This is an optimization exercise on Yosys and OpenROAD, whose aim is small area, a short achievable clock period and few clock cycles per item, not a production implementation.
No functional check of the RTL was part of any run shown here.

## design/flow/flow/run.sh

```bash
#!/bin/bash
# Standard ORFS layout, with timing repair aiming below the clock period
# (setup repair margin 7.5 ns on the 11 ns clock).
set -e
export SETUP_SLACK_MARGIN=7.5
bash standard.sh > standard.log 2>&1
```

## design/flow/standard.sh

```bash
#!/bin/bash
# synth_recipe.tcl (not shown) runs the flow's synth.tcl, then flattens the netlist and writes it again
# the make line also repeats each setting of config.mk as NAME=value (left out here)
make -C /OpenROAD-flow-scripts/flow DESIGN_CONFIG=/design/flow/config.mk WORK_HOME=/design/flow/orfs CLKGATE_MAP_FILE= SYNTH_SCRIPT=/design/flow/synth_recipe.tcl "${@:-finish}"
```

## design/flow/config.mk

```make
export PLATFORM = sky130hd
export DESIGN_NAME = Milestone_1
export DESIGN_NICKNAME = Milestone_1
export VERILOG_FILES = /design/flow/design.v
export SDC_FILE = /design/flow/constraint.sdc
export NUM_CORES = 4
export LEC_CHECK = 0
export CAP_MARGIN = 20
export CORE_MARGIN = 2
export CORE_UTILIZATION = 30
export SLEW_MARGIN = 20
```

## design/flow/constraint.sdc

```tcl
create_clock -name core_clock -period 11.0 [get_ports {clock}]
set_input_delay 2.2000 -clock core_clock [delete_from_list [all_inputs] [get_ports {clock}]]
set_output_delay 2.2000 -clock core_clock [all_outputs]
set_load 0.01 [all_outputs]
```

## design/flow/design.v

```verilog
module Milestone_1 (
		input logic clock,
		input logic resetn,
		input logic start,
		output logic done,
		input logic  [15:0] SRAM_read_data,
		output logic [15:0] SRAM_write_data,
		output logic SRAM_we_n,
		output logic [17:0] SRAM_address
);
localparam S_PEND = 2'd0, S_LO = 2'd1, S_HI = 2'd2, S_DUP = 2'd3;
localparam W_BR = 2'd0, W_GB = 2'd1, W_RG = 2'd2;
typedef struct packed {
	logic       shift;
	logic [1:0] src;
	logic       pend_ld, rdq_ld, yw_ld, qy_hi, qy_lo, evenld, qyt_ld, qu_f, qv_f, b0_ld, xsel;
	logic [1:0] wsel;
	logic       wr, rd_y, yodd, rd_c, cv, fin;
	logic [1:0] cd;
} ctl_t;
function automatic ctl_t decode(input logic [4:0] f, input logic [6:0] kk, input logic last);
	ctl_t d;
	logic k79, k78;
	k79 = (kk == 7'd79);
	k78 = (kk == 7'd78);
	d = '0;
	if (!k79) begin
		case (f)
			5'd1: begin d.shift = 1'b1; d.src = S_PEND; end
			5'd2: begin d.shift = 1'b1; d.src = S_LO; end
			5'd6, 5'd7: begin d.shift = 1'b1; d.src = k78 ? S_DUP : S_HI; end
			default: d.src = S_DUP;
		endcase
	end else begin
		case (f)
			5'd1, 5'd2, 5'd6, 5'd7, 5'd13, 5'd14, 5'd15, 5'd16: begin d.shift = 1'b1; d.src = S_DUP; end
			5'd8, 5'd12, 5'd19, 5'd20: begin d.shift = 1'b1; d.src = S_HI; end
			5'd17: begin d.shift = 1'b1; d.src = S_PEND; end
			5'd18: begin d.shift = 1'b1; d.src = S_LO; end
			default: d.src = S_DUP;
		endcase
	end
	d.pend_ld = (f == 5'd6) || (k79 && (f == 5'd8 || f == 5'd19));
	d.rdq_ld  = (f == 5'd2) || (f == 5'd6) || (k79 && (f == 5'd11 || f == 5'd18 || f == 5'd19));
	d.yw_ld   = (f == 5'd1) || (f == 5'd7) || (k79 && f == 5'd20);
	d.qy_hi   = (f == 5'd4) || (!k79 && f == 5'd9) || (k79 && f == 5'd22);
	d.qy_lo   = (f == 5'd0) || (f == 5'd5);
	d.evenld  = (f == 5'd0) || (f == 5'd5);
	d.qyt_ld  = (f == 5'd0) || (f == 5'd3) || (f == 5'd5) || (f == 5'd8);
	d.qu_f    = (f == 5'd2 || f == 5'd7);
	d.qv_f    = (f == 5'd3 || f == 5'd8);
	d.xsel    = (f == 5'd0) || (f == 5'd2) || (f == 5'd5) || (f == 5'd7) || (k79 && f == 5'd10);
	d.b0_ld   = (f == 5'd3) || (f == 5'd8);
	d.wsel    = (f == 5'd2 || f == 5'd7) ? W_RG : (f == 5'd1 || f == 5'd6 || f == 5'd11) ? W_GB : W_BR;
	d.wr      = (f == 5'd0 || f == 5'd1 || f == 5'd2 || f == 5'd5 || f == 5'd6 || f == 5'd7) ||
	            (k79 && last && (f == 5'd10 || f == 5'd11));
	d.rd_y    = k79 ? (f == 5'd17 || f == 5'd21) : (f == 5'd4 || f == 5'd8);
	d.yodd    = (f == 5'd8) || (f == 5'd21);
	d.rd_c    = k79 ? (f == 5'd3 || f == 5'd8 || f == 5'd15 || f == 5'd16 || f == 5'd22) :
	                  ((f == 5'd9 && kk <= 7'd76) || (f == 5'd3 && kk <= 7'd77));
	d.cv      = k79 ? (f == 5'd8 || f == 5'd16) : (f == 5'd3);
	d.cd      = (f == 5'd9 || f == 5'd22) ? 2'd2 : (k79 && (f == 5'd3 || f == 5'd8)) ? 2'd0 : 2'd1;
	d.fin     = k79 && last && (f == 5'd11);
	decode = d;
endfunction
logic        run, pro;
logic [4:0]  fc;
logic [6:0]  k;
logic [14:0] fr;    
logic [16:0] wa;
ctl_t        q;
logic [7:0]  c [0:9];
logic [15:0] rd_q, yw;
logic [7:0]  pend;
logic [8:0]  fa, fbn, fcn;
logic [16:0] fq;
logic [8:0]  qu, qv;
logic [7:0]  qy8;
logic [24:0] qyt;
logic [10:0] xs, xc, gs, gc;
logic        xl, gl;
logic        nx, ng;
logic [7:0]  b0;
wire k79     = (k == 7'd79);
wire lastrow = (fr == 15'd19199);
wire [14:0] fr1 = fr + 15'd1;
wire end_frame = k79 ? (fc == 5'd22) : (fc == 5'd9);
logic [4:0] nfc;
logic [6:0] nk;
always_comb begin
	if (!run) begin
		nfc = 5'd4;
		nk  = 7'd79;
	end else if (end_frame) begin
		nfc = 5'd0;
		nk  = k79 ? 7'd0 : k + 7'd1;
	end else begin
		nfc = fc + 5'd1;
		nk  = k;
	end
end
logic [7:0] nsmp;
always_comb begin
	case (q.src)
		S_PEND: nsmp = pend;
		S_LO:   nsmp = rd_q[7:0];
		S_HI:   nsmp = rd_q[15:8];
		default: nsmp = c[8];
	endcase
end
logic [7:0] cn [0:9];
always_comb begin
	for (int i = 0; i < 9; i++) cn[i] = q.shift ? c[i+1] : c[i];
	cn[9] = q.shift ? nsmp : c[9];
end
wire [16:0] fq_w;
m_fq u_fq (.b(fbn), .c(fcn), .o(fq_w));
always_ff @(posedge clock) begin
	q <= decode(nfc, nk, lastrow && run);
	for (int i = 0; i < 10; i++) c[i] <= cn[i];
	fbn <= {1'b0, ~cn[2]} + {1'b0, ~cn[8]};
	fcn <= {1'b0, cn[4]} + {1'b0, cn[6]};
	fa  <= {1'b0, c[0]} + {1'b0, nsmp};
	fq  <= fq_w;
	if (q.pend_ld) pend <= rd_q[7:0];
	if (q.rdq_ld) rd_q <= SRAM_read_data;
	if (q.yw_ld) yw <= SRAM_read_data;
end
wire [16:0] ft;
m_f2 u_f2 (.a(fa), .q(fq), .o(ft));
wire [8:0] fz = ft[16:8];
wire [24:0] ytv;
m_yt u_yt (.y(qy8), .o(ytv));
always_ff @(posedge clock) begin
	if (q.qy_hi) qy8 <= yw[15:8];
	else if (q.qy_lo) qy8 <= yw[7:0];
	if (q.evenld) begin
		qu <= {1'b0, c[4]} + 9'd104;
		qv <= {1'b0, c[5]} + 9'd104;
	end else begin
		if (q.qu_f) qu <= fz;
		if (q.qv_f) qv <= fz;
	end
	if (q.qyt_ld) qyt <= ytv;
end
wire [10:0] xs_w, xc_w, gs_w, gc_w;
wire        xl_w, gl_w;
m_x u_x (.yt(qyt), .zu(qu), .zv(qv), .sel(q.xsel), .hs(xs_w), .hc(xc_w), .cl(xl_w));
m_g u_g (.yt(qyt), .zu(qu), .zv(qv), .hs(gs_w), .hc(gc_w), .cl(gl_w));
wire nu = (qu < 9'd104);
wire nv = (qv < 9'd104);
always_ff @(posedge clock) begin
	xs <= xs_w; xc <= xc_w; xl <= xl_w;
	gs <= gs_w; gc <= gc_w; gl <= gl_w;
	nx <= q.xsel ? nu : nv;
	ng <= nu | nv;
end
function automatic [7:0] clip(input [10:0] s, input [10:0] cc, input ci, input neg);
	logic [11:0] tt;
	logic [10:0] t;
	tt = {s, 1'b1} + {cc, ci};
	t = tt[11:1];
	clip = (neg | t[10]) ? 8'd0 : ((|t[9:8]) ? 8'd255 : t[7:0]);
endfunction
wire [7:0] x8 = clip(xs, xc, xl, nx);
wire [7:0] g8 = clip(gs, gc, gl, ng);
wire do_wr = q.wr && !pro;
logic [15:0] wdat;
always_comb begin
	case (q.wsel)
		W_RG: wdat = {x8, g8};
		W_GB: wdat = {g8, x8};
		default: wdat = {b0, x8};
	endcase
end
always_ff @(posedge clock) begin
	SRAM_write_data <= wdat;
	if (q.b0_ld) b0 <= x8;
	fc <= nfc;
	k  <= nk;
	if (!run) begin
		if (start) begin
			pro  <= 1'b1;
			fr   <= 15'h7fff;
			wa   <= 17'd15872;
			SRAM_address <= 18'd38400;
		end
	end else begin
		if (k == 7'd0 && fc == 5'd1) pro <= 1'b0;
		if (end_frame) fr <= fr1;
		if (do_wr) begin
			SRAM_address <= {1'b1, wa};
			wa <= wa + 17'd1;
		end else if (q.rd_y) begin
			SRAM_address <= {2'b0, fr1, q.yodd};
		end else begin
			SRAM_address <= {1'b0, {2'b0, fr1} + (q.cv ? 17'd57600 : 17'd38400) + {15'd0, q.cd}};
		end
	end
end
always_ff @(posedge clock or negedge resetn) begin
	if (!resetn) begin
		run <= 1'b0;
		done <= 1'b0;
		SRAM_we_n <= 1'b1;
	end else begin
		done <= 1'b0;
		SRAM_we_n <= 1'b1;
		if (!run) begin
			if (start) run <= 1'b1;
		end else begin
			if (do_wr) SRAM_we_n <= 1'b0;
			if (q.fin) begin
				done <= 1'b1;
				run <= 1'b0;
			end
		end
	end
end
endmodule
module m_yt(input logic [7:0] y, output logic [24:0] o);
  wire t1 = y[7] ^ y[5]; wire t2 = y[7] & y[5];
  wire t3 = y[6] ^ y[4]; wire t4 = y[6] & y[4];
  wire t5 = y[7] ^ y[5]; wire t6 = y[7] & y[5];
  wire t7 = y[4] ^ y[2]; wire t8 = y[4] & y[2];
  wire t9 = y[5] ^ y[3] ^ y[1]; wire t10 = (y[5] & y[3]) | (y[5] & y[1]) | (y[3] & y[1]);
  wire t11 = y[6] ^ y[4] ^ y[2]; wire t12 = (y[6] & y[4]) | (y[6] & y[2]) | (y[4] & y[2]);
  wire t13 = y[3] ^ y[0] ^ 1'b1; wire t14 = (y[3] & y[0]) | (y[3] & 1'b1) | (y[0] & 1'b1);
  wire t15 = y[1] ^ 1'b1 ^ t2; wire t16 = (y[1] & 1'b1) | (y[1] & t2) | (1'b1 & t2);
  wire t17 = y[2] ^ 1'b1 ^ t4; wire t18 = (y[2] & 1'b1) | (y[2] & t4) | (1'b1 & t4);
  wire t19 = y[6] ^ y[3] ^ 1'b1; wire t20 = (y[6] & y[3]) | (y[6] & 1'b1) | (y[3] & 1'b1);
  wire t21 = y[7] ^ y[4]; wire t22 = y[7] & y[4];
  wire t23 = y[2] ^ y[0]; wire t24 = y[2] & y[0];
  wire t25 = y[3] ^ y[1] ^ 1'b1; wire t26 = (y[3] & y[1]) | (y[3] & 1'b1) | (y[1] & 1'b1);
  wire t27 = y[0] ^ 1'b1 ^ t7; wire t28 = (y[0] & 1'b1) | (y[0] & t7) | (1'b1 & t7);
  wire t29 = 1'b1 ^ t8 ^ t9; wire t30 = (1'b1 & t8) | (1'b1 & t9) | (t8 & t9);
  wire t31 = 1'b1 ^ t10 ^ t11; wire t32 = (1'b1 & t10) | (1'b1 & t11) | (t10 & t11);
  wire t33 = t1 ^ t12 ^ t13; wire t34 = (t1 & t12) | (t1 & t13) | (t12 & t13);
  wire t35 = t3 ^ t14 ^ t15; wire t36 = (t3 & t14) | (t3 & t15) | (t14 & t15);
  wire t37 = t5 ^ t16 ^ t17; wire t38 = (t5 & t16) | (t5 & t17) | (t16 & t17);
  wire t39 = t6 ^ t18 ^ t19; wire t40 = (t6 & t18) | (t6 & t19) | (t18 & t19);
  wire t41 = 1'b1 ^ t20 ^ t21; wire t42 = (1'b1 & t20) | (1'b1 & t21) | (t20 & t21);
  wire t43 = y[5] ^ 1'b1 ^ t22; wire t44 = (y[5] & 1'b1) | (y[5] & t22) | (1'b1 & t22);
  wire t45 = y[6] ^ 1'b1; wire t46 = y[6] & 1'b1;
  wire t47 = y[7] ^ 1'b1; wire t48 = y[7] & 1'b1;
  wire [24:0] ra = {1'b1, t46, t44, t42, t40, t38, t36, t34, t32, t30, t28, t26, t24, 1'b1, y[1], ~y[7], ~y[6], ~y[5], ~y[4], ~y[3], ~y[2], ~y[1], ~y[0], 1'b0, 1'b0};
  wire [24:0] rb = {t48, t47, t45, t43, t41, t39, t37, t35, t33, t31, t29, t27, t25, t23, 1'b1, y[0], 1'b0, 1'b0, 1'b0, 1'b0, 1'b0, 1'b0, 1'b1, 1'b0, 1'b0};
  assign o = ra + rb;
endmodule
module m_fq(input logic [8:0] b, input logic [8:0] c, output logic [16:0] o);
  wire t1 = b[5] ^ ~b[3]; wire t2 = b[5] & ~b[3];
  wire t3 = b[6] ^ ~b[4]; wire t4 = b[6] & ~b[4];
  wire t5 = b[7] ^ ~b[5]; wire t6 = b[7] & ~b[5];
  wire t7 = b[8] ^ ~b[6]; wire t8 = b[8] & ~b[6];
  wire t9 = b[3] ^ ~b[1]; wire t10 = b[3] & ~b[1];
  wire t11 = b[4] ^ ~b[2] ^ b[0]; wire t12 = (b[4] & ~b[2]) | (b[4] & b[0]) | (~b[2] & b[0]);
  wire t13 = ~c[6] ^ c[1]; wire t14 = ~c[6] & c[1];
  wire t15 = b[1] ^ ~c[7] ^ c[2]; wire t16 = (b[1] & ~c[7]) | (b[1] & c[2]) | (~c[7] & c[2]);
  wire t17 = c[0] ^ 1'b1 ^ t1; wire t18 = (c[0] & 1'b1) | (c[0] & t1) | (1'b1 & t1);
  wire t19 = b[2] ^ ~c[8] ^ c[3]; wire t20 = (b[2] & ~c[8]) | (b[2] & c[3]) | (~c[8] & c[3]);
  wire t21 = c[1] ^ t2 ^ t3; wire t22 = (c[1] & t2) | (c[1] & t3) | (t2 & t3);
  wire t23 = b[3] ^ c[4] ^ c[2]; wire t24 = (b[3] & c[4]) | (b[3] & c[2]) | (c[4] & c[2]);
  wire t25 = 1'b1 ^ t4 ^ t5; wire t26 = (1'b1 & t4) | (1'b1 & t5) | (t4 & t5);
  wire t27 = b[4] ^ c[5] ^ c[3]; wire t28 = (b[4] & c[5]) | (b[4] & c[3]) | (c[5] & c[3]);
  wire t29 = 1'b1 ^ t6 ^ t7; wire t30 = (1'b1 & t6) | (1'b1 & t7) | (t6 & t7);
  wire t31 = ~b[7] ^ b[5] ^ c[6]; wire t32 = (~b[7] & b[5]) | (~b[7] & c[6]) | (b[5] & c[6]);
  wire t33 = c[4] ^ 1'b1 ^ t8; wire t34 = (c[4] & 1'b1) | (c[4] & t8) | (1'b1 & t8);
  wire t35 = ~b[8] ^ b[6] ^ c[7]; wire t36 = (~b[8] & b[6]) | (~b[8] & c[7]) | (b[6] & c[7]);
  wire t37 = c[5] ^ 1'b1; wire t38 = c[5] & 1'b1;
  wire t39 = b[7] ^ c[8]; wire t40 = b[7] & c[8];
  wire t41 = b[2] ^ ~b[0]; wire t42 = b[2] & ~b[0];
  wire t43 = ~c[5] ^ c[0] ^ 1'b1; wire t44 = (~c[5] & c[0]) | (~c[5] & 1'b1) | (c[0] & 1'b1);
  wire t45 = 1'b1 ^ t10 ^ t11; wire t46 = (1'b1 & t10) | (1'b1 & t11) | (t10 & t11);
  wire t47 = t12 ^ t14 ^ t15; wire t48 = (t12 & t14) | (t12 & t15) | (t14 & t15);
  wire t49 = t16 ^ t18 ^ t19; wire t50 = (t16 & t18) | (t16 & t19) | (t18 & t19);
  wire t51 = t20 ^ t22 ^ t23; wire t52 = (t20 & t22) | (t20 & t23) | (t22 & t23);
  wire t53 = t24 ^ t26 ^ t27; wire t54 = (t24 & t26) | (t24 & t27) | (t26 & t27);
  wire t55 = t28 ^ t30 ^ t31; wire t56 = (t28 & t30) | (t28 & t31) | (t30 & t31);
  wire t57 = t32 ^ t34 ^ t35; wire t58 = (t32 & t34) | (t32 & t35) | (t34 & t35);
  wire t59 = c[6] ^ t36 ^ t38; wire t60 = (c[6] & t36) | (c[6] & t38) | (t36 & t38);
  wire t61 = b[8] ^ c[7] ^ 1'b1; wire t62 = (b[8] & c[7]) | (b[8] & 1'b1) | (c[7] & 1'b1);
  wire t63 = b[1] ^ ~c[3]; wire t64 = b[1] & ~c[3];
  wire t65 = ~c[4] ^ 1'b1 ^ t41; wire t66 = (~c[4] & 1'b1) | (~c[4] & t41) | (1'b1 & t41);
  wire t67 = t9 ^ t42 ^ t43; wire t68 = (t9 & t42) | (t9 & t43) | (t42 & t43);
  wire t69 = t13 ^ t44 ^ t45; wire t70 = (t13 & t44) | (t13 & t45) | (t44 & t45);
  wire t71 = t17 ^ t46 ^ t47; wire t72 = (t17 & t46) | (t17 & t47) | (t46 & t47);
  wire t73 = t21 ^ t48 ^ t49; wire t74 = (t21 & t48) | (t21 & t49) | (t48 & t49);
  wire t75 = t25 ^ t50 ^ t51; wire t76 = (t25 & t50) | (t25 & t51) | (t50 & t51);
  wire t77 = t29 ^ t52 ^ t53; wire t78 = (t29 & t52) | (t29 & t53) | (t52 & t53);
  wire t79 = t33 ^ t54 ^ t55; wire t80 = (t33 & t54) | (t33 & t55) | (t54 & t55);
  wire t81 = t37 ^ t56 ^ t57; wire t82 = (t37 & t56) | (t37 & t57) | (t56 & t57);
  wire t83 = t39 ^ t58 ^ t59; wire t84 = (t39 & t58) | (t39 & t59) | (t58 & t59);
  wire t85 = t40 ^ t60 ^ t61; wire t86 = (t40 & t60) | (t40 & t61) | (t60 & t61);
  wire t87 = c[8] ^ 1'b1 ^ t62; wire t88 = (c[8] & 1'b1) | (c[8] & t62) | (1'b1 & t62);
  wire [16:0] ra = {1'b1, t86, t84, t82, t80, t78, t76, t74, t72, t70, t68, t66, t64, 1'b1, b[0], ~c[1], ~c[0]};
  wire [16:0] rb = {t88, t87, t85, t83, t81, t79, t77, t75, t73, t71, t69, t67, t65, t63, ~c[2], 1'b0, 1'b1};
  assign o = ra + rb;
endmodule
module m_f2(input logic [8:0] a, input logic [16:0] q, output logic [16:0] o);
  wire t1 = a[4] ^ a[2]; wire t2 = a[4] & a[2];
  wire t3 = a[5] ^ a[3] ^ a[1]; wire t4 = (a[5] & a[3]) | (a[5] & a[1]) | (a[3] & a[1]);
  wire t5 = a[6] ^ a[4] ^ a[2]; wire t6 = (a[6] & a[4]) | (a[6] & a[2]) | (a[4] & a[2]);
  wire t7 = a[7] ^ a[5] ^ a[3]; wire t8 = (a[7] & a[5]) | (a[7] & a[3]) | (a[5] & a[3]);
  wire t9 = a[8] ^ a[6] ^ a[4]; wire t10 = (a[8] & a[6]) | (a[8] & a[4]) | (a[6] & a[4]);
  wire t11 = a[7] ^ a[5]; wire t12 = a[7] & a[5];
  wire t13 = a[8] ^ a[6]; wire t14 = a[8] & a[6];
  wire t15 = a[2] ^ a[0]; wire t16 = a[2] & a[0];
  wire t17 = a[3] ^ a[1] ^ q[3]; wire t18 = (a[3] & a[1]) | (a[3] & q[3]) | (a[1] & q[3]);
  wire t19 = a[0] ^ q[4] ^ t1; wire t20 = (a[0] & q[4]) | (a[0] & t1) | (q[4] & t1);
  wire t21 = q[5] ^ t2 ^ t3; wire t22 = (q[5] & t2) | (q[5] & t3) | (t2 & t3);
  wire t23 = q[6] ^ t4 ^ t5; wire t24 = (q[6] & t4) | (q[6] & t5) | (t4 & t5);
  wire t25 = q[7] ^ t6 ^ t7; wire t26 = (q[7] & t6) | (q[7] & t7) | (t6 & t7);
  wire t27 = q[8] ^ t8 ^ t9; wire t28 = (q[8] & t8) | (q[8] & t9) | (t8 & t9);
  wire t29 = q[9] ^ t10 ^ t11; wire t30 = (q[9] & t10) | (q[9] & t11) | (t10 & t11);
  wire t31 = q[10] ^ t12 ^ t13; wire t32 = (q[10] & t12) | (q[10] & t13) | (t12 & t13);
  wire t33 = a[7] ^ q[11] ^ t14; wire t34 = (a[7] & q[11]) | (a[7] & t14) | (q[11] & t14);
  wire t35 = a[8] ^ q[12]; wire t36 = a[8] & q[12];
  wire [16:0] ra = {q[16], q[15], q[14], q[13], t34, t32, t30, t28, t26, t24, t22, t20, t18, t16, q[2], a[1], a[0]};
  wire [16:0] rb = {1'b0, 1'b0, 1'b0, t36, t35, t33, t31, t29, t27, t25, t23, t21, t19, t17, t15, q[1], q[0]};
  assign o = ra + rb;
endmodule
module m_x(input logic [24:0] yt, input logic [8:0] zu, input logic [8:0] zv, input logic [0:0] sel, output logic [10:0] hs, output logic [10:0] hc, output logic cl);
  wire t1 = yt[6] ^ (sel[0] ? ~zu[6] : ~zv[6]); wire t2 = yt[6] & (sel[0] ? ~zu[6] : ~zv[6]);
  wire t3 = yt[7] ^ (sel[0] ? ~zu[7] : ~zv[7]) ^ (sel[0] ? ~zu[5] : zv[5]); wire t4 = (yt[7] & (sel[0] ? ~zu[7] : ~zv[7])) | (yt[7] & (sel[0] ? ~zu[5] : zv[5])) | ((sel[0] ? ~zu[7] : ~zv[7]) & (sel[0] ? ~zu[5] : zv[5]));
  wire t5 = (sel[0] ? zu[2] : zv[3]) ^ (sel[0] ? zu[0] : zv[0]); wire t6 = (sel[0] ? zu[2] : zv[3]) & (sel[0] ? zu[0] : zv[0]);
  wire t7 = yt[8] ^ (sel[0] ? ~zu[8] : ~zv[8]) ^ (sel[0] ? ~zu[6] : zv[6]); wire t8 = (yt[8] & (sel[0] ? ~zu[8] : ~zv[8])) | (yt[8] & (sel[0] ? ~zu[6] : zv[6])) | ((sel[0] ? ~zu[8] : ~zv[8]) & (sel[0] ? ~zu[6] : zv[6]));
  wire t9 = (sel[0] ? zu[3] : zv[4]) ^ (sel[0] ? zu[1] : zv[1]) ^ 1'b1; wire t10 = ((sel[0] ? zu[3] : zv[4]) & (sel[0] ? zu[1] : zv[1])) | ((sel[0] ? zu[3] : zv[4]) & 1'b1) | ((sel[0] ? zu[1] : zv[1]) & 1'b1);
  wire t11 = yt[9] ^ (sel[0] ? ~zu[7] : zv[7]) ^ (sel[0] ? zu[4] : zv[5]); wire t12 = (yt[9] & (sel[0] ? ~zu[7] : zv[7])) | (yt[9] & (sel[0] ? zu[4] : zv[5])) | ((sel[0] ? ~zu[7] : zv[7]) & (sel[0] ? zu[4] : zv[5]));
  wire t13 = yt[10] ^ (sel[0] ? ~zu[8] : zv[8]) ^ (sel[0] ? zu[5] : zv[6]); wire t14 = (yt[10] & (sel[0] ? ~zu[8] : zv[8])) | (yt[10] & (sel[0] ? zu[5] : zv[6])) | ((sel[0] ? ~zu[8] : zv[8]) & (sel[0] ? zu[5] : zv[6]));
  wire t15 = yt[11] ^ (sel[0] ? zu[6] : zv[7]) ^ (sel[0] ? zu[4] : zv[4]); wire t16 = (yt[11] & (sel[0] ? zu[6] : zv[7])) | (yt[11] & (sel[0] ? zu[4] : zv[4])) | ((sel[0] ? zu[6] : zv[7]) & (sel[0] ? zu[4] : zv[4]));
  wire t17 = yt[12] ^ (sel[0] ? zu[7] : zv[8]); wire t18 = yt[12] & (sel[0] ? zu[7] : zv[8]);
  wire t19 = yt[13] ^ (sel[0] & zu[8]) ^ (sel[0] ? zu[6] : zv[6]); wire t20 = (yt[13] & (sel[0] & zu[8])) | (yt[13] & (sel[0] ? zu[6] : zv[6])) | ((sel[0] & zu[8]) & (sel[0] ? zu[6] : zv[6]));
  wire t21 = (sel[0] ? zu[3] : ~zv[2]) ^ (~sel[0] & zv[0]); wire t22 = (sel[0] ? zu[3] : ~zv[2]) & (~sel[0] & zv[0]);
  wire t23 = yt[14] ^ (sel[0] ? zu[7] : zv[7]) ^ (sel[0] ? zu[4] : ~zv[3]); wire t24 = (yt[14] & (sel[0] ? zu[7] : zv[7])) | (yt[14] & (sel[0] ? zu[4] : ~zv[3])) | ((sel[0] ? zu[7] : zv[7]) & (sel[0] ? zu[4] : ~zv[3]));
  wire t25 = yt[15] ^ (sel[0] ? zu[8] : zv[8]) ^ (sel[0] ? zu[5] : ~zv[4]); wire t26 = (yt[15] & (sel[0] ? zu[8] : zv[8])) | (yt[15] & (sel[0] ? zu[5] : ~zv[4])) | ((sel[0] ? zu[8] : zv[8]) & (sel[0] ? zu[5] : ~zv[4]));
  wire t27 = (~sel[0] & zv[2]) ^ (~sel[0] & ~zv[0]); wire t28 = (~sel[0] & zv[2]) & (~sel[0] & ~zv[0]);
  wire t29 = yt[16] ^ (sel[0] ? zu[6] : ~zv[5]) ^ (~sel[0] & zv[3]); wire t30 = (yt[16] & (sel[0] ? zu[6] : ~zv[5])) | (yt[16] & (~sel[0] & zv[3])) | ((sel[0] ? zu[6] : ~zv[5]) & (~sel[0] & zv[3]));
  wire t31 = (~sel[0] & ~zv[1]) ^ 1'b1; wire t32 = (~sel[0] & ~zv[1]) & 1'b1;
  wire t33 = yt[17] ^ (sel[0] ? zu[7] : ~zv[6]) ^ (sel[0] ? zu[0] : zv[0]); wire t34 = (yt[17] & (sel[0] ? zu[7] : ~zv[6])) | (yt[17] & (sel[0] ? zu[0] : zv[0])) | ((sel[0] ? zu[7] : ~zv[6]) & (sel[0] ? zu[0] : zv[0]));
  wire t35 = (~sel[0] & zv[4]) ^ (~sel[0] & ~zv[2]) ^ ~sel[0]; wire t36 = ((~sel[0] & zv[4]) & (~sel[0] & ~zv[2])) | ((~sel[0] & zv[4]) & ~sel[0]) | ((~sel[0] & ~zv[2]) & ~sel[0]);
  wire t37 = yt[18] ^ (sel[0] ? zu[8] : ~zv[7]) ^ (sel[0] ? zu[1] : zv[1]); wire t38 = (yt[18] & (sel[0] ? zu[8] : ~zv[7])) | (yt[18] & (sel[0] ? zu[1] : zv[1])) | ((sel[0] ? zu[8] : ~zv[7]) & (sel[0] ? zu[1] : zv[1]));
  wire t39 = (~sel[0] & zv[5]) ^ (~sel[0] & ~zv[3]); wire t40 = (~sel[0] & zv[5]) & (~sel[0] & ~zv[3]);
  wire t41 = yt[19] ^ (~sel[0] & ~zv[8]) ^ (sel[0] ? zu[2] : zv[2]); wire t42 = (yt[19] & (~sel[0] & ~zv[8])) | (yt[19] & (sel[0] ? zu[2] : zv[2])) | ((~sel[0] & ~zv[8]) & (sel[0] ? zu[2] : zv[2]));
  wire t43 = (~sel[0] & zv[6]) ^ (~sel[0] & ~zv[4]) ^ 1'b1; wire t44 = ((~sel[0] & zv[6]) & (~sel[0] & ~zv[4])) | ((~sel[0] & zv[6]) & 1'b1) | ((~sel[0] & ~zv[4]) & 1'b1);
  wire t45 = yt[20] ^ (sel[0] ? zu[3] : zv[3]) ^ (~sel[0] & zv[7]); wire t46 = (yt[20] & (sel[0] ? zu[3] : zv[3])) | (yt[20] & (~sel[0] & zv[7])) | ((sel[0] ? zu[3] : zv[3]) & (~sel[0] & zv[7]));
  wire t47 = (~sel[0] & ~zv[5]) ^ sel[0]; wire t48 = (~sel[0] & ~zv[5]) & sel[0];
  wire t49 = yt[21] ^ (sel[0] ? zu[4] : zv[4]) ^ (~sel[0] & zv[8]); wire t50 = (yt[21] & (sel[0] ? zu[4] : zv[4])) | (yt[21] & (~sel[0] & zv[8])) | ((sel[0] ? zu[4] : zv[4]) & (~sel[0] & zv[8]));
  wire t51 = (~sel[0] & ~zv[6]) ^ ~sel[0]; wire t52 = (~sel[0] & ~zv[6]) & ~sel[0];
  wire t53 = yt[22] ^ (sel[0] ? zu[5] : zv[5]) ^ (~sel[0] & ~zv[7]); wire t54 = (yt[22] & (sel[0] ? zu[5] : zv[5])) | (yt[22] & (~sel[0] & ~zv[7])) | ((sel[0] ? zu[5] : zv[5]) & (~sel[0] & ~zv[7]));
  wire t55 = yt[2] ^ (sel[0] ? ~zu[2] : ~zv[2]); wire t56 = yt[2] & (sel[0] ? ~zu[2] : ~zv[2]);
  wire t57 = yt[3] ^ (sel[0] ? ~zu[3] : ~zv[3]) ^ (sel[0] ? ~zu[1] : zv[1]); wire t58 = (yt[3] & (sel[0] ? ~zu[3] : ~zv[3])) | (yt[3] & (sel[0] ? ~zu[1] : zv[1])) | ((sel[0] ? ~zu[3] : ~zv[3]) & (sel[0] ? ~zu[1] : zv[1]));
  wire t59 = yt[4] ^ (sel[0] ? ~zu[4] : ~zv[4]) ^ (sel[0] ? ~zu[2] : zv[2]); wire t60 = (yt[4] & (sel[0] ? ~zu[4] : ~zv[4])) | (yt[4] & (sel[0] ? ~zu[2] : zv[2])) | ((sel[0] ? ~zu[4] : ~zv[4]) & (sel[0] ? ~zu[2] : zv[2]));
  wire t61 = yt[5] ^ (sel[0] ? ~zu[5] : ~zv[5]) ^ (sel[0] ? ~zu[3] : zv[3]); wire t62 = (yt[5] & (sel[0] ? ~zu[5] : ~zv[5])) | (yt[5] & (sel[0] ? ~zu[3] : zv[3])) | ((sel[0] ? ~zu[5] : ~zv[5]) & (sel[0] ? ~zu[3] : zv[3]));
  wire t63 = (sel[0] ? ~zu[4] : zv[4]) ^ (sel[0] ? zu[1] : zv[2]) ^ sel[0]; wire t64 = ((sel[0] ? ~zu[4] : zv[4]) & (sel[0] ? zu[1] : zv[2])) | ((sel[0] ? ~zu[4] : zv[4]) & sel[0]) | ((sel[0] ? zu[1] : zv[2]) & sel[0]);
  wire t65 = sel[0] ^ t2 ^ t3; wire t66 = (sel[0] & t2) | (sel[0] & t3) | (t2 & t3);
  wire t67 = t4 ^ t6 ^ t7; wire t68 = (t4 & t6) | (t4 & t7) | (t6 & t7);
  wire t69 = (sel[0] ? zu[2] : zv[2]) ^ t8 ^ t10; wire t70 = ((sel[0] ? zu[2] : zv[2]) & t8) | ((sel[0] ? zu[2] : zv[2]) & t10) | (t8 & t10);
  wire t71 = (sel[0] ? zu[3] : zv[3]) ^ (sel[0] & zu[0]) ^ t12; wire t72 = ((sel[0] ? zu[3] : zv[3]) & (sel[0] & zu[0])) | ((sel[0] ? zu[3] : zv[3]) & t12) | ((sel[0] & zu[0]) & t12);
  wire t73 = (sel[0] ? zu[1] : ~zv[0]) ^ sel[0] ^ t14; wire t74 = ((sel[0] ? zu[1] : ~zv[0]) & sel[0]) | ((sel[0] ? zu[1] : ~zv[0]) & t14) | (sel[0] & t14);
  wire t75 = (sel[0] ? zu[5] : zv[5]) ^ (sel[0] ? zu[2] : ~zv[1]) ^ t16; wire t76 = ((sel[0] ? zu[5] : zv[5]) & (sel[0] ? zu[2] : ~zv[1])) | ((sel[0] ? zu[5] : zv[5]) & t16) | ((sel[0] ? zu[2] : ~zv[1]) & t16);
  wire t77 = 1'b1 ^ t18 ^ t19; wire t78 = (1'b1 & t18) | (1'b1 & t19) | (t18 & t19);
  wire t79 = (~sel[0] & zv[1]) ^ t20 ^ t22; wire t80 = ((~sel[0] & zv[1]) & t20) | ((~sel[0] & zv[1]) & t22) | (t20 & t22);
  wire t81 = ~sel[0] ^ t24 ^ t25; wire t82 = (~sel[0] & t24) | (~sel[0] & t25) | (t24 & t25);
  wire t83 = t26 ^ t28 ^ t29; wire t84 = (t26 & t28) | (t26 & t29) | (t28 & t29);
  wire t85 = t30 ^ t32 ^ t33; wire t86 = (t30 & t32) | (t30 & t33) | (t32 & t33);
  wire t87 = t34 ^ t36 ^ t37; wire t88 = (t34 & t36) | (t34 & t37) | (t36 & t37);
  wire t89 = t38 ^ t40 ^ t41; wire t90 = (t38 & t40) | (t38 & t41) | (t40 & t41);
  wire t91 = t42 ^ t44 ^ t45; wire t92 = (t42 & t44) | (t42 & t45) | (t44 & t45);
  wire t93 = t46 ^ t48 ^ t49; wire t94 = (t46 & t48) | (t46 & t49) | (t48 & t49);
  wire t95 = ~sel[0] ^ t50 ^ t52; wire t96 = (~sel[0] & t50) | (~sel[0] & t52) | (t50 & t52);
  wire t97 = yt[23] ^ (sel[0] ? zu[6] : zv[6]) ^ (~sel[0] & ~zv[8]); wire t98 = (yt[23] & (sel[0] ? zu[6] : zv[6])) | (yt[23] & (~sel[0] & ~zv[8])) | ((sel[0] ? zu[6] : zv[6]) & (~sel[0] & ~zv[8]));
  wire t99 = yt[24] ^ (sel[0] ? zu[7] : zv[7]); wire t100 = yt[24] & (sel[0] ? zu[7] : zv[7]);
  wire t101 = yt[0] ^ (sel[0] ? ~zu[0] : ~zv[0]); wire t102 = yt[0] & (sel[0] ? ~zu[0] : ~zv[0]);
  wire t103 = yt[1] ^ (sel[0] ? ~zu[1] : ~zv[1]); wire t104 = yt[1] & (sel[0] ? ~zu[1] : ~zv[1]);
  wire t105 = (sel[0] ? ~zu[0] : zv[0]) ^ sel[0] ^ t55; wire t106 = ((sel[0] ? ~zu[0] : zv[0]) & sel[0]) | ((sel[0] ? ~zu[0] : zv[0]) & t55) | (sel[0] & t55);
  wire t107 = 1'b1 ^ t56 ^ t57; wire t108 = (1'b1 & t56) | (1'b1 & t57) | (t56 & t57);
  wire t109 = (~sel[0] & zv[0]) ^ t58 ^ t59; wire t110 = ((~sel[0] & zv[0]) & t58) | ((~sel[0] & zv[0]) & t59) | (t58 & t59);
  wire t111 = (sel[0] ? zu[0] : zv[1]) ^ t60 ^ t61; wire t112 = ((sel[0] ? zu[0] : zv[1]) & t60) | ((sel[0] ? zu[0] : zv[1]) & t61) | (t60 & t61);
  wire t113 = t1 ^ t62 ^ t63; wire t114 = (t1 & t62) | (t1 & t63) | (t62 & t63);
  wire t115 = t5 ^ t64 ^ t65; wire t116 = (t5 & t64) | (t5 & t65) | (t64 & t65);
  wire t117 = t9 ^ t66 ^ t67; wire t118 = (t9 & t66) | (t9 & t67) | (t66 & t67);
  wire t119 = t11 ^ t68 ^ t69; wire t120 = (t11 & t68) | (t11 & t69) | (t68 & t69);
  wire t121 = t13 ^ t70 ^ t71; wire t122 = (t13 & t70) | (t13 & t71) | (t70 & t71);
  wire t123 = t15 ^ t72 ^ t73; wire t124 = (t15 & t72) | (t15 & t73) | (t72 & t73);
  wire t125 = t17 ^ t74 ^ t75; wire t126 = (t17 & t74) | (t17 & t75) | (t74 & t75);
  wire t127 = t21 ^ t76 ^ t77; wire t128 = (t21 & t76) | (t21 & t77) | (t76 & t77);
  wire t129 = t23 ^ t78 ^ t79; wire t130 = (t23 & t78) | (t23 & t79) | (t78 & t79);
  wire t131 = t27 ^ t80 ^ t81; wire t132 = (t27 & t80) | (t27 & t81) | (t80 & t81);
  wire t133 = t31 ^ t82 ^ t83; wire t134 = (t31 & t82) | (t31 & t83) | (t82 & t83);
  wire t135 = t35 ^ t84 ^ t85; wire t136 = (t35 & t84) | (t35 & t85) | (t84 & t85);
  wire t137 = t39 ^ t86 ^ t87; wire t138 = (t39 & t86) | (t39 & t87) | (t86 & t87);
  wire t139 = t43 ^ t88 ^ t89; wire t140 = (t43 & t88) | (t43 & t89) | (t88 & t89);
  wire t141 = t47 ^ t90 ^ t91; wire t142 = (t47 & t90) | (t47 & t91) | (t90 & t91);
  wire t143 = t51 ^ t92 ^ t93; wire t144 = (t51 & t92) | (t51 & t93) | (t92 & t93);
  wire t145 = t53 ^ t94 ^ t95; wire t146 = (t53 & t94) | (t53 & t95) | (t94 & t95);
  wire t147 = t54 ^ t96 ^ t97; wire t148 = (t54 & t96) | (t54 & t97) | (t96 & t97);
  wire t149 = ~sel[0] ^ t98 ^ t99; wire t150 = (~sel[0] & t98) | (~sel[0] & t99) | (t98 & t99);
  wire t151 = (sel[0] ? zu[8] : zv[8]) ^ sel[0] ^ t100; wire t152 = ((sel[0] ? zu[8] : zv[8]) & sel[0]) | ((sel[0] ? zu[8] : zv[8]) & t100) | (sel[0] & t100);
  wire [26:0] ra = {1'b1, t150, t148, t146, t144, t142, t140, t138, t136, t134, t132, t130, t128, t126, t124, t122, t120, t118, t116, t114, t112, t110, t108, t106, t104, t102, 1'b1};
  wire [26:0] rb = {t152, t151, t149, t147, t145, t143, t141, t139, t137, t135, t133, t131, t129, t127, t125, t123, t121, t119, t117, t115, t113, t111, t109, t107, t105, t103, t101};
  wire [16:0] lsum = {1'b0, ra[15:0]} + {1'b0, rb[15:0]};
  assign cl = lsum[16];
  assign hs = ra[26:16];
  assign hc = rb[26:16];
endmodule
module m_g(input logic [24:0] yt, input logic [8:0] zu, input logic [8:0] zv, output logic [10:0] hs, output logic [10:0] hc, output logic cl);
  wire t1 = yt[15] ^ ~zu[5]; wire t2 = yt[15] & ~zu[5];
  wire t3 = yt[16] ^ ~zu[6] ^ zu[3]; wire t4 = (yt[16] & ~zu[6]) | (yt[16] & zu[3]) | (~zu[6] & zu[3]);
  wire t5 = ~zu[1] ^ ~zv[4]; wire t6 = ~zu[1] & ~zv[4];
  wire t7 = yt[17] ^ ~zu[7] ^ zu[4]; wire t8 = (yt[17] & ~zu[7]) | (yt[17] & zu[4]) | (~zu[7] & zu[4]);
  wire t9 = ~zu[2] ^ ~zv[5]; wire t10 = ~zu[2] & ~zv[5];
  wire t11 = yt[18] ^ ~zu[8] ^ zu[5]; wire t12 = (yt[18] & ~zu[8]) | (yt[18] & zu[5]) | (~zu[8] & zu[5]);
  wire t13 = ~zu[3] ^ ~zv[6] ^ zv[4]; wire t14 = (~zu[3] & ~zv[6]) | (~zu[3] & zv[4]) | (~zv[6] & zv[4]);
  wire t15 = yt[19] ^ zu[6] ^ ~zu[4]; wire t16 = (yt[19] & zu[6]) | (yt[19] & ~zu[4]) | (zu[6] & ~zu[4]);
  wire t17 = ~zv[7] ^ zv[5]; wire t18 = ~zv[7] & zv[5];
  wire t19 = yt[20] ^ zu[7] ^ ~zu[5]; wire t20 = (yt[20] & zu[7]) | (yt[20] & ~zu[5]) | (zu[7] & ~zu[5]);
  wire t21 = ~zv[8] ^ zv[6]; wire t22 = ~zv[8] & zv[6];
  wire t23 = yt[21] ^ zu[8]; wire t24 = yt[21] & zu[8];
  wire t25 = yt[5] ^ zu[2] ^ ~zu[0]; wire t26 = (yt[5] & zu[2]) | (yt[5] & ~zu[0]) | (zu[2] & ~zu[0]);
  wire t27 = yt[6] ^ zu[3] ^ ~zu[1]; wire t28 = (yt[6] & zu[3]) | (yt[6] & ~zu[1]) | (zu[3] & ~zu[1]);
  wire t29 = yt[7] ^ zu[4] ^ ~zu[2]; wire t30 = (yt[7] & zu[4]) | (yt[7] & ~zu[2]) | (zu[4] & ~zu[2]);
  wire t31 = yt[8] ^ zu[5] ^ ~zu[3]; wire t32 = (yt[8] & zu[5]) | (yt[8] & ~zu[3]) | (zu[5] & ~zu[3]);
  wire t33 = yt[9] ^ zu[6] ^ ~zu[4]; wire t34 = (yt[9] & zu[6]) | (yt[9] & ~zu[4]) | (zu[6] & ~zu[4]);
  wire t35 = yt[10] ^ zu[7] ^ ~zu[5]; wire t36 = (yt[10] & zu[7]) | (yt[10] & ~zu[5]) | (zu[7] & ~zu[5]);
  wire t37 = ~zu[0] ^ ~zv[5]; wire t38 = ~zu[0] & ~zv[5];
  wire t39 = yt[11] ^ zu[8] ^ ~zu[6]; wire t40 = (yt[11] & zu[8]) | (yt[11] & ~zu[6]) | (zu[8] & ~zu[6]);
  wire t41 = ~zu[1] ^ ~zv[6]; wire t42 = ~zu[1] & ~zv[6];
  wire t43 = yt[12] ^ ~zu[7] ^ ~zu[2]; wire t44 = (yt[12] & ~zu[7]) | (yt[12] & ~zu[2]) | (~zu[7] & ~zu[2]);
  wire t45 = ~zv[7] ^ ~zv[0]; wire t46 = ~zv[7] & ~zv[0];
  wire t47 = yt[13] ^ ~zu[8] ^ ~zu[3]; wire t48 = (yt[13] & ~zu[8]) | (yt[13] & ~zu[3]) | (~zu[8] & ~zu[3]);
  wire t49 = zu[0] ^ ~zv[8] ^ ~zv[1]; wire t50 = (zu[0] & ~zv[8]) | (zu[0] & ~zv[1]) | (~zv[8] & ~zv[1]);
  wire t51 = yt[14] ^ ~zu[4] ^ zu[1]; wire t52 = (yt[14] & ~zu[4]) | (yt[14] & zu[1]) | (~zu[4] & zu[1]);
  wire t53 = ~zv[2] ^ zv[0] ^ 1'b1; wire t54 = (~zv[2] & zv[0]) | (~zv[2] & 1'b1) | (zv[0] & 1'b1);
  wire t55 = zu[2] ^ ~zu[0] ^ ~zv[3]; wire t56 = (zu[2] & ~zu[0]) | (zu[2] & ~zv[3]) | (~zu[0] & ~zv[3]);
  wire t57 = zv[1] ^ 1'b1 ^ t1; wire t58 = (zv[1] & 1'b1) | (zv[1] & t1) | (1'b1 & t1);
  wire t59 = zv[2] ^ ~zv[0] ^ 1'b1; wire t60 = (zv[2] & ~zv[0]) | (zv[2] & 1'b1) | (~zv[0] & 1'b1);
  wire t61 = t2 ^ t3 ^ t5; wire t62 = (t2 & t3) | (t2 & t5) | (t3 & t5);
  wire t63 = zv[3] ^ ~zv[1] ^ t4; wire t64 = (zv[3] & ~zv[1]) | (zv[3] & t4) | (~zv[1] & t4);
  wire t65 = t6 ^ t7 ^ t9; wire t66 = (t6 & t7) | (t6 & t9) | (t7 & t9);
  wire t67 = ~zv[2] ^ 1'b1 ^ t8; wire t68 = (~zv[2] & 1'b1) | (~zv[2] & t8) | (1'b1 & t8);
  wire t69 = t10 ^ t11 ^ t13; wire t70 = (t10 & t11) | (t10 & t13) | (t11 & t13);
  wire t71 = ~zv[3] ^ 1'b1 ^ t12; wire t72 = (~zv[3] & 1'b1) | (~zv[3] & t12) | (1'b1 & t12);
  wire t73 = t14 ^ t15 ^ t17; wire t74 = (t14 & t15) | (t14 & t17) | (t15 & t17);
  wire t75 = ~zv[4] ^ 1'b1 ^ t16; wire t76 = (~zv[4] & 1'b1) | (~zv[4] & t16) | (1'b1 & t16);
  wire t77 = t18 ^ t19 ^ t21; wire t78 = (t18 & t19) | (t18 & t21) | (t19 & t21);
  wire t79 = ~zu[6] ^ zv[7] ^ ~zv[5]; wire t80 = (~zu[6] & zv[7]) | (~zu[6] & ~zv[5]) | (zv[7] & ~zv[5]);
  wire t81 = t20 ^ t22 ^ t23; wire t82 = (t20 & t22) | (t20 & t23) | (t22 & t23);
  wire t83 = yt[22] ^ ~zu[7] ^ zv[8]; wire t84 = (yt[22] & ~zu[7]) | (yt[22] & zv[8]) | (~zu[7] & zv[8]);
  wire t85 = ~zv[6] ^ 1'b1 ^ t24; wire t86 = (~zv[6] & 1'b1) | (~zv[6] & t24) | (1'b1 & t24);
  wire t87 = yt[23] ^ ~zu[8] ^ ~zv[7]; wire t88 = (yt[23] & ~zu[8]) | (yt[23] & ~zv[7]) | (~zu[8] & ~zv[7]);
  wire t89 = yt[3] ^ zu[0]; wire t90 = yt[3] & zu[0];
  wire t91 = yt[4] ^ zu[1]; wire t92 = yt[4] & zu[1];
  wire t93 = ~zv[5] ^ ~zv[0] ^ 1'b1; wire t94 = (~zv[5] & ~zv[0]) | (~zv[5] & 1'b1) | (~zv[0] & 1'b1);
  wire t95 = ~zv[6] ^ ~zv[1] ^ t26; wire t96 = (~zv[6] & ~zv[1]) | (~zv[6] & t26) | (~zv[1] & t26);
  wire t97 = ~zv[7] ^ ~zv[2] ^ t28; wire t98 = (~zv[7] & ~zv[2]) | (~zv[7] & t28) | (~zv[2] & t28);
  wire t99 = ~zv[8] ^ ~zv[3] ^ t30; wire t100 = (~zv[8] & ~zv[3]) | (~zv[8] & t30) | (~zv[3] & t30);
  wire t101 = ~zv[4] ^ 1'b1 ^ t32; wire t102 = (~zv[4] & 1'b1) | (~zv[4] & t32) | (1'b1 & t32);
  wire t103 = 1'b1 ^ t34 ^ t35; wire t104 = (1'b1 & t34) | (1'b1 & t35) | (t34 & t35);
  wire t105 = t36 ^ t38 ^ t39; wire t106 = (t36 & t38) | (t36 & t39) | (t38 & t39);
  wire t107 = t40 ^ t42 ^ t43; wire t108 = (t40 & t42) | (t40 & t43) | (t42 & t43);
  wire t109 = t44 ^ t46 ^ t47; wire t110 = (t44 & t46) | (t44 & t47) | (t46 & t47);
  wire t111 = t48 ^ t50 ^ t51; wire t112 = (t48 & t50) | (t48 & t51) | (t50 & t51);
  wire t113 = t52 ^ t54 ^ t55; wire t114 = (t52 & t54) | (t52 & t55) | (t54 & t55);
  wire t115 = t56 ^ t58 ^ t59; wire t116 = (t56 & t58) | (t56 & t59) | (t58 & t59);
  wire t117 = t60 ^ t62 ^ t63; wire t118 = (t60 & t62) | (t60 & t63) | (t62 & t63);
  wire t119 = t64 ^ t66 ^ t67; wire t120 = (t64 & t66) | (t64 & t67) | (t66 & t67);
  wire t121 = t68 ^ t70 ^ t71; wire t122 = (t68 & t70) | (t68 & t71) | (t70 & t71);
  wire t123 = t72 ^ t74 ^ t75; wire t124 = (t72 & t74) | (t72 & t75) | (t74 & t75);
  wire t125 = t76 ^ t78 ^ t79; wire t126 = (t76 & t78) | (t76 & t79) | (t78 & t79);
  wire t127 = t80 ^ t82 ^ t83; wire t128 = (t80 & t82) | (t80 & t83) | (t82 & t83);
  wire t129 = 1'b1 ^ t84 ^ t86; wire t130 = (1'b1 & t84) | (1'b1 & t86) | (t84 & t86);
  wire t131 = yt[24] ^ ~zv[8] ^ 1'b1; wire t132 = (yt[24] & ~zv[8]) | (yt[24] & 1'b1) | (~zv[8] & 1'b1);
  wire t133 = yt[0] ^ ~zv[0]; wire t134 = yt[0] & ~zv[0];
  wire t135 = yt[1] ^ ~zv[1]; wire t136 = yt[1] & ~zv[1];
  wire t137 = yt[2] ^ ~zv[2]; wire t138 = yt[2] & ~zv[2];
  wire t139 = ~zv[3] ^ 1'b1 ^ t89; wire t140 = (~zv[3] & 1'b1) | (~zv[3] & t89) | (1'b1 & t89);
  wire t141 = ~zv[4] ^ t90 ^ t91; wire t142 = (~zv[4] & t90) | (~zv[4] & t91) | (t90 & t91);
  wire t143 = t25 ^ t92 ^ t93; wire t144 = (t25 & t92) | (t25 & t93) | (t92 & t93);
  wire t145 = t27 ^ t94 ^ t95; wire t146 = (t27 & t94) | (t27 & t95) | (t94 & t95);
  wire t147 = t29 ^ t96 ^ t97; wire t148 = (t29 & t96) | (t29 & t97) | (t96 & t97);
  wire t149 = t31 ^ t98 ^ t99; wire t150 = (t31 & t98) | (t31 & t99) | (t98 & t99);
  wire t151 = t33 ^ t100 ^ t101; wire t152 = (t33 & t100) | (t33 & t101) | (t100 & t101);
  wire t153 = t37 ^ t102 ^ t103; wire t154 = (t37 & t102) | (t37 & t103) | (t102 & t103);
  wire t155 = t41 ^ t104 ^ t105; wire t156 = (t41 & t104) | (t41 & t105) | (t104 & t105);
  wire t157 = t45 ^ t106 ^ t107; wire t158 = (t45 & t106) | (t45 & t107) | (t106 & t107);
  wire t159 = t49 ^ t108 ^ t109; wire t160 = (t49 & t108) | (t49 & t109) | (t108 & t109);
  wire t161 = t53 ^ t110 ^ t111; wire t162 = (t53 & t110) | (t53 & t111) | (t110 & t111);
  wire t163 = t57 ^ t112 ^ t113; wire t164 = (t57 & t112) | (t57 & t113) | (t112 & t113);
  wire t165 = t61 ^ t114 ^ t115; wire t166 = (t61 & t114) | (t61 & t115) | (t114 & t115);
  wire t167 = t65 ^ t116 ^ t117; wire t168 = (t65 & t116) | (t65 & t117) | (t116 & t117);
  wire t169 = t69 ^ t118 ^ t119; wire t170 = (t69 & t118) | (t69 & t119) | (t118 & t119);
  wire t171 = t73 ^ t120 ^ t121; wire t172 = (t73 & t120) | (t73 & t121) | (t120 & t121);
  wire t173 = t77 ^ t122 ^ t123; wire t174 = (t77 & t122) | (t77 & t123) | (t122 & t123);
  wire t175 = t81 ^ t124 ^ t125; wire t176 = (t81 & t124) | (t81 & t125) | (t124 & t125);
  wire t177 = t85 ^ t126 ^ t127; wire t178 = (t85 & t126) | (t85 & t127) | (t126 & t127);
  wire t179 = t87 ^ t128 ^ t129; wire t180 = (t87 & t128) | (t87 & t129) | (t128 & t129);
  wire t181 = t88 ^ t130 ^ t131; wire t182 = (t88 & t130) | (t88 & t131) | (t130 & t131);
  wire [26:0] ra = {1'b1, t132, t180, t178, t176, t174, t172, t170, t168, t166, t164, t162, t160, t158, t156, t154, t152, t150, t148, t146, t144, t142, t140, t138, t136, t134, 1'b1};
  wire [26:0] rb = {1'b0, t182, t181, t179, t177, t175, t173, t171, t169, t167, t165, t163, t161, t159, t157, t155, t153, t151, t149, t147, t145, t143, t141, t139, t137, t135, t133};
  wire [16:0] lsum = {1'b0, ra[15:0]} + {1'b0, rb[15:0]};
  assign cl = lsum[16];
  assign hs = ra[26:16];
  assign hc = rb[26:16];
endmodule
```

==> results of run 1 <==
-- placed cells by master, fill, tap and decap left out, types with 13 or more instances in the layout --
cell	Yosys	layout
inv_1	409	388
ha_1	213	203
edfxtp_1	196	196
fa_1	168	166
dfxtp_1	170	153
nand2_1	139	138
nor2_1	114	107
a21oi_1	98	87
o21ai_0	91	81
xnor2_1	69	66
buf_4	0	60
clkbuf_16	0	44
nand3_1	41	38
xor2_1	36	35
mux2i_1	31	31
nor3_1	28	26
a21o_1	26	26
mux2_2	24	23
dlygate4sd2_1	0	23
inv_2	1	22
nand2b_1	20	20
clkdlybuf4s50_1	0	18
nand4_1	16	16
a211oi_1	18	16
and2_1	17	16
o21a_1	15	15
nor4_1	15	14
a31oi_1	15	14
dfxtp_2	0	14
and3_1	14	13
nor2b_1	14	13
-- cells by family after synthesis --
logic type / count (synthesis) / synth area share
other: 1 / 0.000160
AO/OA/AOI/OAI: 365 / 0.100
XOR/XNOR: 105 / 0.0392
flip-flops: 369 / 0.399
AND/OR/NAND/NOR: 465 / 0.0964
multiplexers: 63 / 0.0325
buffers and inverters: 459 / 0.0746
adder cells (fa/ha/maj): 381 / 0.257
-- cell type report --
cell class | count | area [um^2]
tap | 1040 | 1300
inverter | 412 | 1550
clock buffer | 60 | 1180
timing repair buffer | 121 | 1120
clock inverter | 18 | 245
antenna | 1 | 2.50
sequential | 369 | 9390
fill | 7672 | 49900
multi-input combinational | 1380 | 12800
-- layer usage --
metal,wire (um),GRT usage,vias to the layer above
li1,-,-,7715
met1,24000,0.172,7508
met2,25100,0.221,329
met3,2580,0.0240,88
met4,1360,0.0401,10
met5,69,0,-
-- metrics by stage --
stage	setup WS [ps]	area, um^2	instances
finish	7320	27600	3401
detailed placement	6620	25100	3263
global placement	6680	25100	3263
CTS	7300	26900	3358
floorplan	7130	23400	2208
global route	7180	27600	3401
-- worst max-delay path, delay by kind of cell, from the launching register on --
kind	cells	cell delay, ps
flops	1	370
fa+ha+maj	4	1770
compound gates	4	900
buf+inv	4	530
-- sequential cells by signal, indices dropped and copies added, names as in the netlist, 8 cells and up --
name	flops
SRAM_address	18
SRAM_write_data	16
b0	8
c	80
fa	9
fbn	9
fcn	9
fq	17
fr	15
gc	10
gs	10
pend	8
q	21
qu	9
qv	9
qy8	8
qyt	23
rd_q	16
wa	17
xc	11
xs	10
yw	16
-- timing repair --
action,4_1_cts,5_1_grt
pin swaps,19,29
setup endpoints to repair,60,42
buffers inserted,15,41
gates cloned,2,1
resized for setup,110,70
-- path summary, 6_finish.rpt --
path	to	slack [ps]	cells past startpoint
max	xl$_DFF_P_	7320	12
min	c[0][0]$_DFFE_PP_	400	0
max reg2reg	xl$_DFF_P_	7320	12
min reg2reg	c[0][0]$_DFFE_PP_	400	0
max in group asynchronous	SRAM_we_n$_DFF_PN1_	8990	1
min in group asynchronous	done$_DFF_PN0_	1790	1
==> flow_metrics.py, run 1 <==
metrics = {
    "timing": {
        "clock_skew_ps": 55.9,
        "final-hold-violation-count": 0,
        "fin_crit_ps": 3680,
        "setup_violations": 0,
        "tightest_slew_ps": 1050,
        "rsz0062_at_grt": "yes",
        "clock.fmax_mhz": 272,
        "final.period_utilization": 0.334,
        "worst_hold_slack_ps": 398,
        "relSlewSlack": 0.288,
        "setup_tns_ps": 0,
        "slew_viol_final": 0,
    },
    "cts": {
        "cts_sinks": 369,
        "ctsRootBufferMaster": "clkbuf_16",
        "clkTransAtPathRegs_ps": 70,
        "clockBufferDepth": 3,
        "clk_latency_ps": 600,
        "holdBufCountCts": 0,
        "cts_made_buffers": 42,
        "h-tree-depth": 2,
        "cts_tree": "built",
    },
    "detailed_routing": {
        "drc": 0,
        "first_pass_iters": 7,
        "routed_wl_mm": 53.1,
        "routedWlPerCell_um": 15.6,
        "via_count": 15700,
        "ant_nets": 0,
        "drtIter0Drc": 832,
        "viasPerCell": 4.60,
    },
    "yosys": {
        "synthArstFlopShare": 0.00813,
        "syn_area_um2": 23400,
        "synth_edf_count": 196,
        "seq_area_frac_synth": 0.399,
        "synth_top_cell_by_area": "edfxtp_1",
        "ys_warn_count": 3,
        "ys_seq_elements": 369,
        "ys_types": 87,
        "syn-num-nets": 2608,
        "yosysMostFrequentCell": "inv_1",
        "synth_top_area_share": 0.251,
        "avgSynthCellArea_um2": 10.6,
        "synth_cells": 2208,
        "yosys-top-cells-area": "edfxtp_1 25%, dfxtp_1 15%, fa_1 14%",
        "synth_commonest_cells": "409 x inv_1, 213 x ha_1, 196 x edfxtp_1",
        "synth-main-ff-cell": "edfxtp_1",
    },
    "critical_path": {
        "cp.arrival_ps": 4170,
        "critPathCaptureType": "register",
        "r2r-start": "q[10]$_DFF_P_",
        "critPathLaunchType": "register",
        "worstSetupPathType": "register to register",
        "required_ps": 11490,
        "critPathMostFrequentCell": "fa_1",
        "path_cells": "buf_4 > bufbuf_16 > a21oi_4 > inv_2 > fa_1 > fa_1 > fa_1 > inv_1 > ha_1 > a2111o_1 > a221oi_2 > o21ai_1",
        "slowest_delay_ps": 570,
        "cpMaxStageDelayCell": "fa_1",
        "crit_fanout": 13,
        "cp-startpoint": "q[10]$_DFF_P_",
    },
    "cells_and_area": {
        "num-nets-final": 2726,
        "area_growth_syn_to_layout_pct": 17.6,
        "finalCoreUtilization": 0.356,
        "drive_gt1_frac": 0.120,
    },
    "grt": {
        "grt_overflow_total": 0,
        "grt_usage": 0.132,
        "grt_pass1_vias": 15500,
        "grt_pass1_wl_mm": 84.6,
        "antenna_found_initial": 8,
        "grt_max_degree": 49,
    },
    "placed_design": {
        "io_buffer_count": 54,
        "dp_hpwl_mm": 40.7,
        "gp_congestion": 0.916,
    },
    "floorplan": {
        "die_height_um": 284,
        "fp.dieW_um": 284,
        "start_util": 0.303,
        "rows": 102,
        "core-area_um2": 77500,
        "die_area_um2": 80400,
        "io_pins": 55,
    },
    "outcome": {
        "status": "no timing/DRC/antenna violations",
    },
    "hold_path": {
        "hp-start": "c[1][0]$_DFFE_PP_",
        "min_path_type": "register to register",
    },
    "flow_run": {
        "drv_cap": 0,
    },
}
==> run 2, diff against run 1 <==
==> design/flow/run.sh (new file) <==
#!/bin/bash
# synth_recipe.tcl (not shown) runs the flow's synth.tcl, then flattens the netlist and writes it again
# the make line also repeats each setting of config.mk as NAME=value (left out here)
make -C /OpenROAD-flow-scripts/flow DESIGN_CONFIG=/design/flow/config.mk WORK_HOME=/design/flow/orfs CLKGATE_MAP_FILE= SYNTH_SCRIPT=/design/flow/synth_recipe.tcl finish
removed: design/flow/flow/run.sh
removed: design/flow/standard.sh
==> flow_metrics.py, run 2 <==
metrics = {
    "hold_path": {
        "hold_path_end": "fq[0]$_DFF_P_",
        "hold_depth": 0,
        "hp-start": "fcn[0]$_DFF_P_",
        "min_path_type": "register to register",
    },
    "yosys": {
        "synth_edf_count": 196,
        "ys_types": 87,
        "syn_area_um2": 23400,
        "synth_cells": 2208,
        "ys_seq_elements": 369,
        "avgSynthCellArea_um2": 10.6,
        "seq_area_frac_synth": 0.399,
        "synth_top_cell_by_area": "edfxtp_1",
        "ys_warn_count": 3,
        "syn-num-nets": 2608,
        "synth_top_area_share": 0.251,
        "yosysMostFrequentCell": "inv_1",
        "yosys-top-cells-area": "edfxtp_1 25%, dfxtp_1 15%, fa_1 14%",
        "synthArstFlopShare": 0.00813,
        "synth-main-ff-cell": "edfxtp_1",
        "synth_commonest_cells": "409 x inv_1, 213 x ha_1, 196 x edfxtp_1",
    },
    "timing": {
        "clock_skew_ps": 31.7,
        "tightest_slew_ps": 1050,
        "fin_crit_ps": 4610,
        "rsz0062_at_grt": "no",
        "setup_tns_ps": 0,
        "setup_violations": 0,
        "final.period_utilization": 0.419,
        "final-hold-violation-count": 0,
        "clock.fmax_mhz": 217,
        "layout_setup_ws_ps": 6390,
        "slew_viol_final": 0,
        "relSlewSlack": 0.291,
    },
    "grt": {
        "grt_overflow_total": 0,
        "grt_usage": 0.132,
        "grt_pass1_wl_mm": 84.4,
        "grt_max_degree": 66,
        "grt_pass1_vias": 15500,
        "antenna_found_initial": 5,
    },
    "critical_path": {
        "required_ps": 11490,
        "crit_fanout": 51,
        "critPathLaunchType": "register",
        "r2r-end": "xl$_DFF_P_",
        "r2r_setup_slack_ps": 6390,
        "r2r-start": "q[10]$_DFF_P_",
        "cp.arrival_ps": 5100,
        "r2r_cells": 16,
        "worstSetupPathType": "register to register",
        "critPathCaptureType": "register",
    },
    "outcome": {
        "status": "no timing/DRC/antenna violations",
    },
    "cells_and_area": {
        "reg.largest.list": "c (80), qyt (23), q (21)",
        "drive_gt1_frac": 0.0604,
        "num-nets-final": 2666,
        "finalCoreUtilization": 0.343,
        "mostFrequentLayoutCells": "409 x inv_1, 213 x ha_1, 196 x edfxtp_1, 168 x dfxtp_1, 168 x fa_1",
        "largest_register_ffs": 80,
        "fillers": 7777,
        "area_growth_syn_to_layout_pct": 13.5,
        "layout.cells.most_common": "inv_1",
        "regMostFlops": "c",
    },
    "cts": {
        "ctsRootBufferMaster": "clkbuf_16",
        "cts_tree": "built",
        "holdBufCountCts": 0,
        "cts_sinks": 369,
        "cts_made_buffers": 43,
        "cts_resized": 0,
        "post_cts_buffers": 0,
        "h-tree-depth": 2,
        "clkTransAtPathRegs_ps": 60,
        "clockBufferDepth": 3,
        "clk_latency_ps": 600,
    },
    "floorplan": {
        "io_pins": 55,
        "die_height_um": 284,
        "fp.dieW_um": 284,
        "start_util": 0.303,
        "rows": 102,
        "die_area_um2": 80400,
        "core-area_um2": 77500,
    },
    "detailed_routing": {
        "drtIter0Drc": 731,
        "routedWlPerCell_um": 15.7,
        "ant_nets": 0,
        "viasPerCell": 4.60,
        "first_pass_iters": 5,
        "routed_wl_mm": 52.4,
        "via_count": 15400,
        "drc": 0,
    },
    "placed_design": {
        "gp_congestion": 0.917,
        "dp_hpwl_mm": 41.4,
        "post-place-ws_ps": 6440,
        "io_buffer_count": 54,
    },
    "flow_run": {
        "drv_cap": 0,
    },
}
## run 2: metrics by stage
stage	instance area, um^2	std cells	hold slack (ps)
floorplan	23400	2208	351
finish	26600	3343	388
global route	26600	3341	389
CTS	26600	3341	388
detailed placement	25100	3261	379
global placement	25100	3261	372
## run 2: worst max-delay path, stage by stage (launching register included)
cell      delay [ps]
dfxtp_2          310
buf_4            440
clkinv_1         470
nand2_1          220
inv_1            110
a21oi_1          310
ha_1             210
inv_1             50
fa_1             510
fa_1             500
inv_1             40
ha_1             280
a21oi_1          110
o21ai_0          100
a2111o_1         410
a221oi_1         260
o21ai_0          120
## run 2: cells by family (layout without fill, tap and decap cells)
group                      Yosys count  after routing  synth area share
muxes                               63             63            0.0325
AOI/OAI and AO/OA                  365            365             0.100
DFF                                369            369             0.399
buffers and inverters              459            552            0.0746
other                                1              3          0.000160
adders and majority gates          381            381             0.257
xor gates and xnor gates           105            105            0.0392
and+or+nand+nor                    465            465            0.0964
## run 2: metal layers
layer	up-vias	global-route usage	wire length, um
li1	7592	-	-
met1	7383	0.169	23400
met2	309	0.219	24600
met3	102	0.0246	2520
met4	8	0.0509	1820
met5	-	0	46
## run 2: how the worst max path moves through the flow
stage                  start         end  slack (ps)  cells after the start
6_report       q[10]$_DFF_P_  xl$_DFF_P_        6390                     16
5_1_grt        q[10]$_DFF_P_  xl$_DFF_P_        6010                     16
4_1_cts        q[10]$_DFF_P_  xl$_DFF_P_        6410                     16
3_5_place_dp   q[10]$_DFF_P_  xl$_DFF_P_        6440                     16
3_3_place_gp   q[10]$_DFF_P_  xl$_DFF_P_        6450                     16
2_1_floorplan  q[10]$_DFF_P_  xl$_DFF_P_        6970                     14
## run 2: layout make-up
class | count | area (um^2) | share of cell area
antenna | 2 | 5.00 | 0.000188
tap | 1040 | 1300 | 0.0489
sequential | 369 | 9370 | 0.352
multi-input combinational | 1380 | 12300 | 0.464
clock inverter | 26 | 264 | 0.00992
clock buffer | 54 | 1200 | 0.0451
timing repair buffer | 60 | 586 | 0.0220
inverter | 412 | 1550 | 0.0581

## what the ideal ports hide
How much do the figures lean on ideal ports? The routed layouts below were timed once more, with nothing changed but the port constraints. Step 1, drivers: a clkbuf_16 drives clock and a buf_2 each remaining input, both assumed. Step 2 also shifts input and output timing later by t, the mid clock arrival at the registers, as if the neighbouring blocks saw the same clock. Three values: no drivers, after step 1, after step 2; two values: the first two.
| run | t, ns | setup WS [ns] | hold WS [ns] | worst setup path at the end |
|---|---|---|---|---|
| run 1 | 0.633 | 7.322 / 7.322 / 7.180 | 0.398 / 0.398 / 0.398 | input to register |
| run 2 | 0.648 | 6.391 / 6.391 / 6.391 | 0.388 / 0.388 / 0.388 | register to register |
After both steps setup and hold are still met in every run listed. The setup slack of run 1, which loses most, moves by 0.000 ns with the drivers and by -0.142 ns with both steps.
